Background: an optimization exercise with open tools, aiming at small area. Do not read the settings as production practice.
In this exercise RTL edits were held to simulation tests only and were not proved equivalent to the original.
Power and IR drop assume default switching activity.

### flow/config.mk
export PLATFORM = sky130hd
export DESIGN_NAME = xilinx_true_dual_port_ram
export DESIGN_NICKNAME = xilinx_true_dual_port_ram
export VERILOG_FILES = /design/flow/design.v
export SDC_FILE = /design/flow/constraint.sdc
export NUM_CORES = 4
export LEC_CHECK = 0
export CAP_MARGIN = 20
export CORE_MARGIN = 2
export CORE_UTILIZATION = 30
export PLACE_DENSITY = 0.4
export SLEW_MARGIN = 20
export SYNTH_MEMORY_MAX_BITS = 8192
### flow/constraint.sdc
create_clock -name core_clock -period 8.0 [get_ports {clk}]
set_input_delay 1.6000 -clock core_clock [delete_from_list [all_inputs] [get_ports {clk}]]
set_output_delay 1.6000 -clock core_clock [all_outputs]
set_load 0.01 [all_outputs]
### flow/design.v
module xilinx_true_dual_port_ram #(
    parameter RAM_WIDTH = 32,                        
    parameter RAM_DEPTH = 64,                        
    parameter RAM_PERFORMANCE = "HIGH_PERFORMANCE",  
    parameter INIT_FILE = ""                         
)(
    input [clogb2(RAM_DEPTH-1)-1:0] addra,   
    input [clogb2(RAM_DEPTH-1)-1:0] addrb,   
    input [RAM_WIDTH-1:0] dina,              
    input [RAM_WIDTH-1:0] dinb,              
    input clk,                               
    input wea,                               
    input web,                               
    input ena,                               
    input enb,                               
    input rsta,                              
    input rstb,                              
    input regcea,                            
    input regceb,                            
    output [RAM_WIDTH-1:0] douta,            
    output [RAM_WIDTH-1:0] doutb             
);
    function integer clogb2;
    input integer depth;
    for (clogb2=0; depth>0; clogb2=clogb2+1)
        depth = depth >> 1;
    endfunction
    reg [RAM_WIDTH-1:0] BRAM [RAM_DEPTH-1:0];
    reg [RAM_WIDTH-1:0] ram_data_a;
    reg [RAM_WIDTH-1:0] ram_data_b;
    always @(posedge clk) begin
        if (ena) begin
            if (wea)
                BRAM[addra] <= dina;
            ram_data_a <= BRAM[addra];
        end
    end
    always @(posedge clk) begin
        if (enb) begin
            if (web)
                BRAM[addrb] <= dinb;
            ram_data_b <= BRAM[addrb];
        end
    end
    generate
        if (RAM_PERFORMANCE == "LOW_LATENCY") begin: no_output_register
            assign douta = ram_data_a;
            assign doutb = ram_data_b;
        end else begin: output_register
            reg [RAM_WIDTH-1:0] douta_reg;
            reg [RAM_WIDTH-1:0] doutb_reg;
            always @(posedge clk) begin
                if (rsta)
                    douta_reg <= {RAM_WIDTH{1'b0}};
                else if (regcea)
                    douta_reg <= ram_data_a;
            end
            always @(posedge clk) begin
                if (rstb)
                    doutb_reg <= {RAM_WIDTH{1'b0}};
                else if (regceb)
                    doutb_reg <= ram_data_b;
            end
            assign douta = douta_reg;
            assign doutb = doutb_reg;
        end
    endgenerate
endmodule
### flow/run.sh
#!/bin/bash
# synth_recipe.tcl (not shown) runs the flow's synth.tcl, then flattens the netlist and writes it again
# the make line also repeats each setting of config.mk as NAME=value (left out here)
make -C /OpenROAD-flow-scripts/flow DESIGN_CONFIG=/design/flow/config.mk WORK_HOME=/design/flow/orfs CLKGATE_MAP_FILE= SYNTH_SCRIPT=/design/flow/synth_recipe.tcl finish
==> results.json <==
{
  "hp-class": "reg2reg",
  "clk_latency_ns": 1.01,
  "cpMostUsedCell": "buf_4",
  "grt_setup_unrepaired": "false",
  "max-slew-margin-rel_pct": 8.921,
  "drc_errors": 0,
  "cts_num_sinks": 2176,
  "first_global_vias": 94110,
  "finalSetupTns_ns": 0,
  "setup_viol": 0,
  "cts_inserted_buffers": 282,
  "crit_start": "addra[4]",
  "final_cells": 14950,
  "worstSetupEndpoint": "ram_data_a[23]$_DFFE_PP_",
  "largest_reg_flops": 2048,
  "regArea_mm2": 0.06470,
  "synth_top_family_by_area": "multiplexers",
  "row_count": 235,
  "yosys.area_share.adder_pct": 0,
  "max_freq_mhz": 172.7,
  "critPathMaxStageDelay_ns": 1.03,
  "wl_um": 757300,
  "drive_gt1_share_pct": 37.36,
  "antenna_found_initial": 117,
  "grtUsageTotal_pct": 34.99,
  "cp.depth": 9,
  "final_cell_mix": "mux2_2 (2,160), edfxtp_1 (2,112), a22oi_1 (880)",
  "vias": 102600,
  "path_delay_family": "compound AO/OA/AOI/OAI gates",
  "cp.arrival_ns": 6.37,
  "netlist_area_mm2": 0.1237,
  "critPathBufInv": 3,
  "die_x_um": 646.1,
  "muxShareOfSynthArea_pct": 24.19,
  "synthSimpleGateAreaFrac_pct": 3.066,
  "cts_resized": 0,
  "post-route-period-util_pct": 72.38,
  "yosysWarnings": 1,
  "startpoint_type": "primary input",
  "synth_cell_types": 74,
  "final.min_clock_period_ns": 5.790,
  "power_per_cell_area_mw_per_mm2": 208.7,
  "design.die.area_mm2": 0.4175,
  "io_pins": 149,
  "critical_path_class": "in2reg",
  "synthCells": 9543,
  "final_max_slew_viol_count": 0,
  "nNetsFinal": 9314,
  "top_register": "BRAM",
  "finalHoldViolCount": 0,
  "reg2reg_to": "ram_data_b[14]$_DFFE_PP_",
  "drt_iter0_markers": 19950,
  "final_common_cell": "mux2_2",
  "clockRootBuffer": "clkbuf_16",
  "synth_seq_area_share_pct": 52.31,
  "cts_setup_buffers": 0,
  "syn_area_per_cell_um2": 12.96,
  "path_clk_slew_ns": 0.06,
  "synth-seq-cells": 2176,
  "drv_cap": 0,
  "io_buffers": 148,
  "wire_per_inst_um": 50.67,
  "multiInputGateArea_mm2": 0.05461,
  "rr_worst_depth": 5,
  "worst_setup_path_end_kind": "flip-flop",
  "gp_congestion": 1.019,
  "syn2layout_area_growth_pct": 14.32,
  "cts_max_path_buffers": 4,
  "drt_first_pass_iters": 8,
  "final_antenna_net_count": 0,
  "p_leak_uw": 0.04347,
  "grt_overflow_total": 0,
  "synth-compound-area-share_pct": 15.56,
  "synth_ff_type": "edfxtp_1",
  "core-area_mm2": 0.4102,
  "dp_hpwl_um": 500900,
  "cts_tree": "done",
  "ctsHtreeMaxLevel": 5,
  "synth_xor_area_share_pct": 0,
  "dp.cells": 14390,
  "r2r-start": "BRAM[13][14]$_DFFE_PP_",
  "cts.hold.buffers_added": 0,
  "clock_skew_ns": 0.06229,
  "crit_required_ns": 8.58,
  "fp.dieH_um": 646.1,
  "synth_fp_nets": 9628,
  "start_util_pct": 30.16,
  "ir_drop_mv": 0.1608,
  "path_cells": "clkdlybuf4s50_1 > and3b_1 > buf_4 > nand2_1 > buf_4 > o22a_1 > o221ai_1 > a2111oi_1 > nand4_1",
  "fillers": 40010,
  "outcome": "complete, no violations",
  "crit_fanout": 16,
  "slowest_stage": "clkdlybuf4s50_1",
  "grt_pass1_wl_um": 977000,
  "tightest_slew_ns": 1.352,
  "async_reset_ff_share_pct": 0,
  "synth_edf_count": 2112,
  "viasPerCell": 6.866,
  "grt_start_max_net_pins": 87,
  "r2r_slack_ns": 4.31
}
-- kinds of logic (layout without fill, tap and decap cells) --
group / count (synthesis) / after routing
AND/OR/NAND/NOR: 803 / 803
multiplexers: 2590 / 2590
other: 0 / 51
AO/OA/AOI/OAI: 2628 / 2628
buffers and inverters: 1346 / 1248
flip-flops: 2176 / 2176
-- where the power goes --
group          leakage [µW]  switching, µW  internal, µW  total [µW]
logic                0.0196           2790          1160        3950
clock network       0.00424           5620          7080       12700
registers            0.0196            199         12700       12900
total                0.0435           8600         20900       29500
-- synth_stat cells (all sizes together) (27+ instances only) --
| master | instances | area share (%) |
|---|---|---|
| dfxtp | 64 | 1.0 |
| o22a | 27 | 0.19 |
| mux2 | 2235 | 20 |
| nor3 | 79 | 0.33 |
| a21oi | 281 | 1.1 |
| buf | 655 | 2.8 |
| nor2 | 297 | 0.95 |
| a221o | 43 | 0.35 |
| nor4 | 29 | 0.15 |
| o21ai | 144 | 0.58 |
| o22ai | 403 | 2.0 |
| o221ai | 42 | 0.30 |
| a22o | 34 | 0.24 |
| a22oi | 880 | 5.3 |
| nand4 | 34 | 0.17 |
| mux2i | 261 | 2.1 |
| nand3 | 39 | 0.17 |
| a221oi | 581 | 4.1 |
| a31oi | 36 | 0.18 |
| a211oi | 33 | 0.20 |
| clkbuf | 683 | 2.1 |
| mux4 | 94 | 1.7 |
| edfxtp | 2112 | 51 |
| nand2 | 207 | 0.64 |
-- routing by layer --
| metal | vias to the layer above | GRT usage (%) | part of all wire (%) |
|---|---|---|---|
| met5 | - | 0.3932 | 0.078 |
| met4 | 54 | 16.75 | 6.0 |
| met3 | 1532 | 11.40 | 13 |
| met2 | 8561 | 50.78 | 42 |
| met1 | 54270 | 46.73 | 40 |
| li1 | 38210 | - | - |
-- tightest hold or removal path: stages (launching register included) --
cell and delay, ns:
dfxtp_1 0.32, mux2i_1 0.06, nor2_1 0.07
-- worst min path at each step --
stage / from / end / slack (ns) / depth (start not counted)
after floorplan: ram_data_a[0]$_DFFE_PP_ / output_register.douta_reg[0]$_SDFFE_PP0P_ / 0.46 / 2
after global placement: ram_data_a[23]$_DFFE_PP_ / output_register.douta_reg[23]$_SDFFE_PP0P_ / 0.47 / 2
after detailed placement: ram_data_b[3]$_DFFE_PP_ / output_register.doutb_reg[3]$_SDFFE_PP0P_ / 0.48 / 2
after CTS: ram_data_a[23]$_DFFE_PP_ / output_register.douta_reg[23]$_SDFFE_PP0P_ / 0.49 / 2
after global routing: ram_data_b[3]$_DFFE_PP_ / output_register.doutb_reg[3]$_SDFFE_PP0P_ / 0.52 / 2
final: output_register.doutb_reg[22]$_SDFFE_PP0P_ / output_register.doutb_reg[22]$_SDFFE_PP0P_ / 0.49 / 2
-- metrics by stage --
step                      util (%)  hold slack [ns]  total power [µW]  area (µm²)  setup slack (ns)
after floorplan                  -           0.4563             14840      123700             2.392
after global placement       32.23           0.4675             16800      132200             1.356
after detailed placement     32.32           0.4799             16840      132600             1.665
after CTS                    34.44           0.4943             29370      141300             2.631
after global routing         34.45           0.5189             29940      141300             2.570
final                        34.48           0.4914             29520      141400             2.210
-- cell type report --
type                    instances  share of cell area, %
flip-flops and latches       2176                  45.75
multi-input cells            6021                  38.62
clock buffers                 367                  5.351
well taps                    5451                  4.823
repair buffers                740                  4.537
clock inverters               133                 0.7937
diodes                         51                0.09025
inverters                       8                0.03008

[afterwards: timing with drivers on the ports]
The flow's constraints put no driver on any port. The routed layout listed below was extracted and timed again, unchanged, in two steps. Step 1: set_driving_cell puts a clkbuf_16 on clk and a buf_2 on each other input, an assumption about the parent block. Step 2, shift: input delay + t, output delay - t, t = (earliest + latest rising clock arrival at the registers) / 2. This alone moves slack from input paths to output paths. a / b / c = ideal / step 1 / step 2; a / b = the first two.
t (ns): 1.086
slack for setup (ns): 2.210 / 2.298 / 1.212
clock arrival spread, ns: 0.069 / 0.069
worst data-port slew with drivers (ns): 0.43
After both steps this run still meets setup and hold. The setup slack of this run moves by +0.088 ns with the drivers and by -0.998 ns with both steps.
